This is an optimization exercise on Yosys and OpenROAD, whose aim is small area, not a production implementation. In this exercise RTL edits were held to simulation tests only and were not proved equivalent to the original. Power is estimated from default activity; no workload was simulated.

==> design/flow/design.v <==
module interpreter (
            packet_type_compact,
            data_out,
            data_update_out,
            sampler_idle,
            clk,
            rst_n,
            packet_type,
            payload,
            payload_valid);
parameter integer CHANNEL = 16;
parameter integer DATA_BITS = 16;
parameter integer NUM_BUF_BLOCKS = 6;  
input clk;     
input rst_n;   
input wire[5:0] packet_type;
input wire[47:0] payload;
input wire payload_valid;
output reg[2:0] packet_type_compact;
output reg[DATA_BITS*CHANNEL-1:0] data_out;
output reg data_update_out;
output reg sampler_idle;
reg [47:0] payload_buf[0:NUM_BUF_BLOCKS-1];
reg [2:0]  buf_idx;
reg [12:0] nop_count;
reg update;
always @(*) begin : proc_packet_type
    case (packet_type)
        6'h2a,
        6'h00: begin
            packet_type_compact <= 0;
        end
        6'h11: begin 
            packet_type_compact <= 1;
        end
        6'h22: begin 
            packet_type_compact <= 2;
        end
        6'h33: begin 
            packet_type_compact <= 3;
        end
        default : 
            packet_type_compact <= 4;
    endcase
end
always @(posedge clk or negedge rst_n) begin : proc_payload_buf
    if(~rst_n) begin
        buf_idx <= 0;
        nop_count <= 0;
        update <= 0;
        sampler_idle <= 1;
    end else begin
        update <= 0;
        if(payload_valid)
            case (packet_type)
                6'h2a: begin
                    sampler_idle <= 1;
                end
                6'h00: begin
                    nop_count <= nop_count+1;
                end
                6'h11,
                6'h22: begin 
                    sampler_idle <= 0;
                    buf_idx <= buf_idx+1;
                end
                6'h33: begin 
                    update <= 1;
                    buf_idx <= 0;
                end
                default :  ;
            endcase
    end
end
always @(posedge clk) begin : proc_payload_buf_data
    if(payload_valid)
        case (packet_type)
            6'h11,
            6'h22,
            6'h33: begin 
                if(buf_idx < NUM_BUF_BLOCKS)
                    payload_buf[buf_idx] <= payload;
            end
            default :  ;
        endcase
end
integer i;
reg [CHANNEL*DATA_BITS-1:0] flat_buf;
reg [CHANNEL-1:0] bitset_buf;
wire [CHANNEL*DATA_BITS-1:0] zip_pipeline[0:CHANNEL];
wire [CHANNEL*DATA_BITS-1:0] unzip_pipeline[0:CHANNEL];
wire [CHANNEL-1:0] bitset_pipeline[0:CHANNEL];
reg [CHANNEL:0] update_pipeline;
always @(posedge clk or negedge rst_n) begin : proc_flat_buf
    if(~rst_n) begin
        bitset_buf <= 0;
        for (i = 0; i <= CHANNEL; i=i+1)
            update_pipeline[i] <= 0;
    end else begin
        bitset_buf <= payload_buf[0][15:0];
        update_pipeline[CHANNEL] <= update;
        for (i = 0; i < CHANNEL; i=i+1)
            update_pipeline[i] <= update_pipeline[i+1];
    end
end
always @(posedge clk) begin : proc_flat_buf_data
    for (i = 0; i < CHANNEL; i=i+1)
        flat_buf[i*DATA_BITS +: DATA_BITS] <= payload_buf[(i+1)/3][(i+1)%3*16 +: 16];
end
assign zip_pipeline[CHANNEL] = flat_buf;
assign unzip_pipeline[CHANNEL] = 0;
assign bitset_pipeline[CHANNEL] = bitset_buf;
genvar j;
generate
    for (j = CHANNEL-1; j >= 0; j=j-1) begin : gen_unzip
        uncompress_pipeline
        #(  .CHANNEL(CHANNEL),
            .DATA_BITS(DATA_BITS),
            .INDEX(j))
        pipeline(
            .clk(clk),
            .rst_n(rst_n),
            .zip_in(zip_pipeline[j+1]),
            .zip_out(zip_pipeline[j]),
            .unzip_in(unzip_pipeline[j+1]),
            .unzip_out(unzip_pipeline[j]),
            .bitset_in(bitset_pipeline[j+1]),
            .bitset_out(bitset_pipeline[j])
        );
    end
endgenerate
integer k;
always @(posedge clk or negedge rst_n) begin : proc_data_out
    if(~rst_n) begin
        data_update_out <= 0;
    end else if(update_pipeline[0]) begin
        data_update_out <= 1;
    end else begin 
        data_update_out <= 0;
    end
end
always @(posedge clk) begin : proc_data_out_data
    if(update_pipeline[0]) begin
        for (k = 0; k < CHANNEL; k=k+1) begin
            if(bitset_pipeline[0][k])
                data_out[k*DATA_BITS +: DATA_BITS] <= unzip_pipeline[0][k*DATA_BITS +: DATA_BITS];
        end
    end
end
endmodule
module uncompress_pipeline (
            zip_out,
            bitset_out,
            unzip_out,
            clk,
            rst_n,
            zip_in,
            bitset_in,
            unzip_in);
parameter integer CHANNEL = 16;
parameter integer DATA_BITS = 16;
parameter integer INDEX = 0;
input wire clk;     
input wire rst_n;   
input wire [CHANNEL*DATA_BITS-1:0] zip_in;
input wire [CHANNEL-1:0] bitset_in;
input wire [CHANNEL*DATA_BITS-1:0] unzip_in;
output reg [CHANNEL*DATA_BITS-1:0] zip_out;
output reg [CHANNEL-1:0] bitset_out;
output reg [CHANNEL*DATA_BITS-1:0] unzip_out;
always @(posedge clk or negedge rst_n) begin : proc_bitset_out
    if(~rst_n) begin
        bitset_out <= 0;
    end else begin
        bitset_out <= bitset_in;
    end
end
always @(posedge clk) begin : proc_unzip_out
    unzip_out <= unzip_in;
    if(bitset_in[INDEX])begin 
        unzip_out[INDEX*DATA_BITS +: DATA_BITS] <= zip_in[DATA_BITS-1:0];
        zip_out <= zip_in >> DATA_BITS;
    end else begin 
        zip_out <= zip_in;
    end
end
endmodule
==> design/flow/run.sh <==
#!/bin/bash
# synth_recipe.tcl (not shown) runs the flow's synth.tcl, then flattens the netlist and writes it again
# the make line also repeats each setting of config.mk as NAME=value (left out here)
make -C /OpenROAD-flow-scripts/flow DESIGN_CONFIG=/design/flow/config.mk WORK_HOME=/design/flow/orfs CLKGATE_MAP_FILE= SYNTH_SCRIPT=/design/flow/synth_recipe.tcl finish
==> design/flow/config.mk <==
export PLATFORM = sky130hd
export DESIGN_NAME = interpreter
export DESIGN_NICKNAME = interpreter
export VERILOG_FILES = /design/flow/design.v
export SDC_FILE = /design/flow/constraint.sdc
export NUM_CORES = 4
export LEC_CHECK = 0
export CAP_MARGIN = 20
export CORE_MARGIN = 2
export CORE_UTILIZATION = 40
export SLEW_MARGIN = 20
==> design/flow/constraint.sdc <==
create_clock -name core_clock -period 5.0 [get_ports {clk}]
set_input_delay 1.0000 -clock core_clock [delete_from_list [all_inputs] [get_ports {clk}]]
set_output_delay 1.0000 -clock core_clock [all_outputs]
set_load 0.01 [all_outputs]
==> out/qor.csv, run 1 <==
metric,value,unit
postRouteAntennaNets,0,
worstPathRequired,4.00,ns
cts_buffers,467,
via_per_inst,4.14,
die_h,585,µm
finalHoldViolations,0,
setup_viol,0,
cts_resized,0,
synth_top_family_by_area,multiplexers,
synthesis.nets,7715,
io_pins,318,
clk_pin_slew,0.06,ns
clk_latency,0.96,ns
dr.pass1.iters,7,
die_w,585,µm
placementRows,213,
async_reset_ff_share,5.70,%
grt_max_degree,162,
num-fill-cells,28200,
root_buffer,clkbuf_16,
synthTopCellsByArea,"dfxtp_1 (64%), mux2_2 (16%), edfxtp_1 (12%)",
hp-class,reg -> reg,
fin_nets,8292,
clk_path_buf_depth,4,
cap_viol_max_count,0,
power_density,487,nW/µm²
cp-start-kind,input port,
hpwl,162000,µm
die-area,343000,µm²
setup_ws,1.07,ns
synthAdderAreaFrac,0.00925,%
slew_violations,0,
synth_top_area_share,64.4,%
first_iter_violations,2472,
worst_pin_slew,1.08,ns
yosys.area_share.xor_xnor,0.0130,%
syn-cell-area,135000,µm²
synth_ff_type,dfxtp_1,
crit_fanout,6,
status,"complete, no violations",
core,337000,µm²
fmax,0.255,GHz
grt_use_total,13.9,%
syn2layout_area_growth,17.7,%
place_ws,1.07,ns
drive_above_1_share,31.4,%
antenna_found_initial,51,
wire_per_inst,18.3,µm
skew,0.0892,ns
portBuffers,317,
grt_pass1_wl,364000,µm
drc,0,
initial_core_util,40.2,%
rsz0062_at_grt,false,
slew_headroom,27.7,%
drt-total-wl,241000,µm
overflow,0,
htreeDepth,5,
synth_area_leader_cell,dfxtp_1,
synth_mux_area_share,16.0,%
synth-edff-count,528,
vdd_drop_max,0.000374,V
whs,0.294,ns
synth_compound_area_share,0.0685,%
post-route-period-util,78.5,%
p_total,77.6,mW
vias,54600,
avgSynthCellArea,17.7,µm²
syn_inst,7657,
p_leak,62.3,nW
post-cts-setup-buffers,0,
grt_pass1_vias,58200,
arrival,2.93,ns
cp-end-kind,output port,
ys_warn_count,17,
ys_ff_latch,5175,
gp_congestion,0.779,
synthDistinctLibCells,36,
seq_area_frac_synth,81.6,%
yosys.area_share.simple,1.41,%
worst-setup-path-type,in -> out,
clock-sinks,5175,
period_needed,3.93,ns
cts_tree,yes,
final_util,47.3,%
[layer usage]
| layer | global-route usage (%) | part of all wire, % | up-vias |
|---|---|---|---|
| li1 | - | - | 27200 |
| met1 | 19.2 | 48 | 26100 |
| met5 | 0 | 0.075 | - |
| met4 | 3.75 | 2.2 | 30 |
| met3 | 2.71 | 4.2 | 398 |
| met2 | 22.2 | 46 | 886 |
[final timing paths]
check | start | end | slack [ns] | depth (start not counted)
min reg2reg | gen_unzip[7].pipeline.unzip_out[200] | gen_unzip[6].pipeline.unzip_out[200] | 0.29 | 0
max | packet_type[1] | packet_type_compact[1] | 1.07 | 5
max in group asynchronous | rst_n | bitset_buf[15] | 3.01 | 3
max reg2reg | gen_unzip[11].pipeline.bitset_out[10] | gen_unzip[10].pipeline.zip_out[45] | 2.69 | 2
min in group asynchronous | rst_n | gen_unzip[7].pipeline.bitset_out[7] | 0.59 | 2
min | gen_unzip[7].pipeline.unzip_out[200] | gen_unzip[6].pipeline.unzip_out[200] | 0.29 | 0
[synthesized netlist by cell type (3+ instances only)]
| master | number |
|---|---|
| nor2b_1 | 3 |
| nand2_1 | 5 |
| nor2_1 | 3 |
| nor4_1 | 6 |
| edfxtp_1 | 528 |
| and2_1 | 272 |
| buf_2 | 213 |
| dfrtp_1 | 294 |
| mux2_2 | 1920 |
| clkbuf_1 | 29 |
| dfxtp_1 | 4352 |
[what timing repair did]
| item | CTS | global route |
|---|---|---|
| endpoints found under the hold margin | 24 | 0 |
| setup endpoints to repair | 0 | 0 |
| hold buffers | 1 | 0 |
[power by group]
part | leakage [nW] | switching [mW] | internal, mW | total [mW]
Clock | 7.74 | 14.9 | 20.5 | 35.4
Combinational | 9.82 | 0.159 | 0.0678 | 0.227
Sequential | 44.7 | 0.0141 | 41.9 | 41.9
Total | 62.3 | 15.1 | 62.5 | 77.6
[final cells by class]
type / count / area, µm² / share of cell area (%)
clock inverter: 185 / 2050 / 1.29
timing repair buffer: 351 / 3560 / 2.24
sequential: 5175 / 110000 / 69.4
multi-input combinational: 2239 / 23700 / 14.9
clock buffer: 698 / 13700 / 8.62
tap: 4515 / 5650 / 3.55
antenna: 18 / 45.0 / 0.0283
[cell families (layout without fill, tap and decap cells)]
group / count (synthesis) / count (layout)
AO/OA/AOI/OAI: 12 / 12
buffers and inverters: 243 / 1234
AND/OR/NAND/NOR: 304 / 304
multiplexers: 1920 / 1920
adder cells (fa/ha/maj): 1 / 1
XOR/XNOR: 2 / 2
other: 0 / 18
flip-flops: 5175 / 5175
[layout by cell type, fill, tap and decap left out, types with 3 or more instances in the layout]
cell type | synthesis | routed
bufinv_16 | 0 | 28
nor2b_1 | 3 | 3
mux2_2 | 1920 | 1920
clkinv_4 | 0 | 4
and2_1 | 272 | 272
nor4_1 | 6 | 3
inv_16 | 0 | 8
diode_2 | 0 | 18
buf_4 | 0 | 23
clkbuf_1 | 29 | 124
clkinvlp_4 | 0 | 12
inv_8 | 0 | 3
dfxtp_1 | 4352 | 4352
edfxtp_1 | 528 | 528
clkinv_16 | 0 | 9
clkinvlp_2 | 0 | 3
buf_12 | 0 | 10
dfrtp_4 | 0 | 11
clkinv_2 | 0 | 80
nand2_1 | 5 | 5
dfrtp_2 | 0 | 4
inv_6 | 0 | 7
clkdlybuf4s50_1 | 0 | 316
nor4_2 | 0 | 3
clkbuf_16 | 0 | 476
clkbuf_8 | 0 | 98
clkinv_1 | 0 | 27
dfrtp_1 | 294 | 279
[through the flow]
step | instances | setup TNS (ns) | cell area, µm²
6_report | 13200 | 0 | 159000
5_1_grt | 13200 | 0 | 159000
3_3_place_gp | 12300 | 0 | 143000
4_1_cts | 13200 | 0 | 159000
3_5_place_dp | 12300 | 0 | 143000
2_1_floorplan | 7657 | -254.84 | 135000
[sequential cells by signal, summed over array words and instances (netlist names)]
register,flops
gen_unzip.pipeline.unzip_out,2176
gen_unzip.pipeline.zip_out,1920
payload_buf,272
data_out,256
flat_buf,256
gen_unzip.pipeline.bitset_out,256
update_pipeline,17
bitset_buf,16
buf_idx,3
data_update_out,1
sampler_idle,1
update,1
[worst max-delay path: stages]
cell             delay (ns)
clkdlybuf4s50_1        0.61
nand2_1                0.20
nor4_1                 0.40
buf_4                  0.18
clkdlybuf4s50_1        0.53
==> run 2, diff against run 1 <==
==> design/flow/design.v (replaced) <==
module interpreter (
            packet_type_compact,
            data_out,
            data_update_out,
            sampler_idle,
            clk,
            rst_n,
            packet_type,
            payload,
            payload_valid);
parameter integer CHANNEL = 16;
parameter integer DATA_BITS = 16;
input clk;     
input rst_n;   
input wire[5:0] packet_type;
input wire[47:0] payload;
input wire payload_valid;
output reg[2:0] packet_type_compact;
output reg[DATA_BITS*CHANNEL-1:0] data_out;
output reg data_update_out;
output reg sampler_idle;
always @(*) begin : proc_packet_type
    case (packet_type)
        6'h2a,
        6'h00:   packet_type_compact = 3'd0;
        6'h11: packet_type_compact = 3'd1;
        6'h22:  packet_type_compact = 3'd2;
        6'h33:  packet_type_compact = 3'd3;
        default:         packet_type_compact = 3'd4;
    endcase
end
wire is_idle = payload_valid && packet_type == 6'h2a;
wire is_fn   = payload_valid && (packet_type == 6'h11 || packet_type == 6'h22);
wire is_last = payload_valid && packet_type == 6'h33;
reg [2:0] buf_idx;
reg update;
always @(posedge clk or negedge rst_n) begin : proc_ctrl
    if(~rst_n) begin
        buf_idx <= 0;
        update <= 0;
        sampler_idle <= 1;
        data_update_out <= 0;
    end else begin
        update <= is_last;
        data_update_out <= update;
        if (is_idle)
            sampler_idle <= 1;
        else if (is_fn)
            sampler_idle <= 0;
        if (is_last)
            buf_idx <= 0;
        else if (is_fn)
            buf_idx <= buf_idx + 1;
    end
end
reg [47:0] buf0, buf1, buf2, buf3, buf4;
reg [31:0] buf5;
wire wr = is_fn || is_last;
always @(posedge clk) begin : proc_payload_buf
    if (wr && buf_idx == 3'd0) buf0 <= payload;
    if (wr && buf_idx == 3'd1) buf1 <= payload;
    if (wr && buf_idx == 3'd2) buf2 <= payload;
    if (wr && buf_idx == 3'd3) buf3 <= payload;
    if (wr && buf_idx == 3'd4) buf4 <= payload;
    if (wr && buf_idx == 3'd5) buf5 <= payload[31:0];
end
wire [CHANNEL*DATA_BITS-1:0] words = {buf5, buf4, buf3, buf2, buf1, buf0[47:16]};
wire [CHANNEL-1:0] bitset = buf0[15:0];
wire [CHANNEL*DATA_BITS-1:0] unpacked;
uncompress_pipeline #(.CHANNEL(CHANNEL), .DATA_BITS(DATA_BITS)) expand (
    .bitset(bitset),
    .words(words),
    .unpacked(unpacked)
);
integer k;
always @(posedge clk) begin : proc_data_out
    for (k = 0; k < CHANNEL; k = k + 1)
        if (update && bitset[k])
            data_out[k*DATA_BITS +: DATA_BITS] <= unpacked[k*DATA_BITS +: DATA_BITS];
end
endmodule
module uncompress_pipeline (
            bitset,
            words,
            unpacked);
parameter integer CHANNEL = 16;
parameter integer DATA_BITS = 16;
input wire [CHANNEL-1:0] bitset;
input wire [CHANNEL*DATA_BITS-1:0] words;
output reg [CHANNEL*DATA_BITS-1:0] unpacked;
reg [CHANNEL-1:0] m;
reg [3:0] zeros [0:CHANNEL-1];    
reg [CHANNEL-1:0] sel [0:3];      
reg [DATA_BITS-1:0] v [0:4][0:CHANNEL-1];
integer p, j, x, t;
always @(*) begin : proc_ctrl
    for (p = 0; p < CHANNEL; p = p + 1)
        m[p] = bitset[CHANNEL-1-p];
    zeros[0] = 0;
    for (p = 1; p < CHANNEL; p = p + 1)
        zeros[p] = zeros[p-1] + {3'd0, ~m[p-1]};
    for (j = 0; j < 4; j = j + 1)
        for (x = 0; x < CHANNEL; x = x + 1) begin
            sel[j][x] = 1'b0;
            for (t = 0; t < (1 << j); t = t + 1)
                if (x + t < CHANNEL && x >= (1 << j))
                    if (m[x+t] && zeros[x+t][j] && (zeros[x+t] & ((1 << j) - 1)) == t)
                        sel[j][x] = 1'b1;
        end
end
always @(*) begin : proc_net
    for (x = 0; x < CHANNEL; x = x + 1)
        v[4][x] = words[x*DATA_BITS +: DATA_BITS];
    for (j = 3; j >= 0; j = j - 1)
        for (x = 0; x < CHANNEL; x = x + 1)
            if (x >= (1 << j) && sel[j][x])
                v[j][x] = v[j+1][x - (1 << j)];
            else
                v[j][x] = v[j+1][x];
    for (x = 0; x < CHANNEL; x = x + 1)
        unpacked[(CHANNEL-1-x)*DATA_BITS +: DATA_BITS] = v[0][x];
end
endmodule
--- a/design/flow/config.mk
+++ b/design/flow/config.mk
@@ -5,6 +5,7 @@
 export SDC_FILE = /design/flow/constraint.sdc
 export NUM_CORES = 4
 export LEC_CHECK = 0
+export ABC_AREA = 1
 export CAP_MARGIN = 20
 export CORE_MARGIN = 2
 export CORE_UTILIZATION = 40
==> run 2 against run 1 <==
Clock-buffer cell count fell by 626. The layout now fails its checks (negative setup slack). Clock power fell by 87%. Synthesized cell count fell by 58%. Via count fell by 50%. Critical path type is now reg -> reg. First-iteration DRC count rose by 21%. Area after synthesis fell by 79%.
==> out/qor.csv, run 2 <==
metric,value,unit
first_iter_violations,2992,
setup_viol,128,
r2r_end,data_out[23],
synthAdderAreaFrac,2.05,%
vdd_drop_max,0.000307,V
worstSetupStartpoint,buf0[14],
seq_area,16000,µm²
synth_area_leader_cell,edfxtp_1,
worstPathRequired,5.44,ns
period_needed,5.95,ns
fin_nets,3880,
wire_per_inst,27.7,µm
cap_viol_max_count,0,
avgSynthCellArea,9.00,µm²
rsz0062_at_grt,true,
ys_warn_count,5,
largest_reg_flops,256,
rr_startpoint,buf0[14],
seq_area_frac_synth,55.2,%
syn-cell-area,29000,µm²
root_buffer,clkbuf_16,
htreeDepth,2,
fmax,0.168,GHz
synth_mux_area_share,1.80,%
via_per_inst,5.73,
synth_ff_type,edfxtp_1,
power_density,300,nW/µm²
gp_congestion,1.03,
slew_headroom,16.5,%
grt_use_total,34.8,%
ys_ff_latch,534,
check.faults,negative setup slack,
p_leak,16.5,nW
final_cell_mix,"nand2_1 (666), nand3_1 (613), edfxtp_1 (528)",
post-route-period-util,119,%
skew,0.0621,ns
initial_core_util,40.5,%
synth_top_area_share,54.7,%
setup_ws,-0.946,ns
clk_path_buf_depth,3,
r2r_setup_slack,-0.95,ns
multi_input_area,13800,µm²
drive_above_1_share,24.2,%
grt_pass1_vias,26800,
yosys.area_share.simple,28.9,%
grt_pass1_wl,184000,µm
synthTopCellsByArea,"edfxtp_1 (55%), nand3_1 (15%), nand2_1 (9.8%)",
clk_latency,0.70,ns
cp-start-kind,flip-flop,
synth_most_common_cell,nand3_1,
synthDistinctLibCells,48,
num-fill-cells,6349,
placementRows,98,
cts_hold_buf,0,
worst-setup-path-type,reg -> reg,
die_w,273,µm
async_reset_ff_share,1.12,%
hp-class,reg -> reg,
synth_top_family_by_area,simple AND/OR/NAND/NOR gates,
io_pins,318,
drt-total-wl,132000,µm
die-area,74600,µm²
die_h,273,µm
core,71600,µm²
synthesis.nets,3325,
status,"complete, but fails checks",
crit_fanout,30,
final_common_cell,nand2_1,
cp-end-kind,flip-flop,
clk_pin_slew,0.06,ns
portBuffers,317,
syn_inst,3221,
drc,0,
antenna_found_initial,4,
rr_worst_depth,27,
tns,-107.18,ns
cts_buffers,60,
crit_path_end,data_out[23],
synth_compound_area_share,5.08,%
cts_tree,yes,
grt_max_degree,49,
overflow,0,
arrival,6.38,ns
top_register,data_out,
slew_violations,0,
hpwl,102000,µm
whs,0.485,ns
vias,27400,
synth-edff-count,528,
ys_top_cells_by_count,"nand3_1 (866), nand2_1 (753), edfxtp_1 (528)",
finalHoldViolations,0,
clock-sinks,534,
syn2layout_area_growth,40.7,%
postRouteAntennaNets,0,
worst_pin_slew,1.25,ns
yosys.area_share.xor_xnor,0.0863,%
dr.pass1.iters,8,
-- run 2: cell count changes after synthesis, moves of 289 or more --
cell     previous run  this run
nand3_1             1       866
dfrtp_1           294         5
nand2_1             5       753
mux2_2           1920        32
dfxtp_1          4352         0
inv_1               0       350
-- run 2: cell type report --
cell class	instances	share of cell area [%]
clock buffer	72	3.84
antenna	1	0.00614
inverter	358	3.31
tap	950	2.91
sequential	534	39.2
timing repair buffer	641	15.5
multi-input combinational	2181	33.9
clock inverter	40	1.24
-- run 2: stage by stage --
stage               instance area [µm²]  cells  utilization (%)  total power, mW  setup slack, ns
global route                      40800   4776             57.0             12.6            -1.09
floorplan                         29300   3221                -             6.16           -0.918
CTS                               39400   4757             55.0             12.0           -0.823
global placement                  35700   4624             49.8             7.09            -1.18
finish                            40800   4777             57.0             12.2           -0.946
detailed placement                35700   4624             49.8             7.10            -1.24
-- run 2: worst min-delay path by stage --
stage	cells past startpoint	start	to	slack, ns
3_5_place_dp	0	buf0[19]	data_out[243]	0.47
2_1_floorplan	0	update	data_update_out	0.35
6_report	0	buf0[19]	data_out[243]	0.48
4_1_cts	0	buf0[19]	data_out[243]	0.48
3_3_place_gp	0	buf0[19]	data_out[243]	0.47
5_1_grt	0	buf0[20]	data_out[244]	0.49
-- run 2: worst max-delay path, cell delays in order (launching register included) --
cell and delay [ns]:
edfxtp_1 0.37, inv_2 0.06, fa_2 0.63, ha_4 0.22, ha_4 0.28, ha_4 0.20
ha_4 0.28, ha_4 0.20, ha_4 0.28, ha_4 0.20, ha_4 0.28, ha_4 0.21
ha_4 0.27, ha_4 0.25, ha_4 0.17, ha_4 0.30, inv_4 0.04, nor3_4 0.24
clkinv_2 0.13, nor2_4 0.14, buf_4 0.14, nor3_4 0.04, buf_4 0.14, buf_12 0.16
nand3_1 0.15, nand3_2 0.13, nand3_1 0.09, nand2_1 0.05
-- run 2: layer usage --
| layer | share of wire (%) | wire length [µm] | vias to the layer above | GRT usage [%] |
|---|---|---|---|---|
| met5 | 0 | 0 | - | 0 |
| met4 | 9.3 | 12300 | 0 | 26.1 |
| met3 | 7.1 | 9340 | 420 | 5.46 |
| met2 | 47 | 62200 | 1420 | 57.3 |
| met1 | 37 | 48300 | 13200 | 41.2 |
| li1 | - | - | 12300 | - |
-- run 2: repair_timing --
action                     CTS  global route
resized for setup          303           232
gates cloned                 2             3
setup endpoints to repair  144           144
buffers inserted            22            15
pin swaps                   80            56
-- run 2: cell families (layout without fill, tap and decap cells) --
group / count (synthesis) / in the layout
buf+inv: 506 / 1111
mux: 48 / 48
xor+xnor: 2 / 2
other cells: 0 / 1
compound gates: 273 / 273
fa+ha+maj: 47 / 47
flops: 534 / 534
simple gates: 1811 / 1811
-- run 2: where the power goes --
part,switching [mW],internal (mW),leakage [nW],total (mW)
Clock,2.01,2.72,0.994,4.73
Sequential,0.0230,4.98,4.83,5.01
Combinational,1.58,0.911,10.7,2.49

## separate check: timing with driven ports
The flow's constraints put no driver on any port. The routed layouts listed below were extracted and timed again, unchanged, in two steps.
Step 1 sets driving cells, clkbuf_16 on the clock port and buf_2 on the other inputs (assumed; they add their load-dependent delay and slew).
Step 2 also shifts input and output timing later by t, the mid clock arrival at the registers, as if the neighbouring blocks saw the same clock.
a / b / c = ideal / step 1 / step 2; a / b = the first two.
run	shift t [ns]	setup slack, ns	worst register clock-pin slew, ns
run 1	1.014	1.073 / 1.044 / 1.044	0.08 / 0.08
run 2	0.737	-0.946 / -0.946 / -0.946	0.07 / 0.07
For run 1, which loses most, drivers alone change the setup slack by -0.029 ns; drivers and shift together by -0.029 ns.
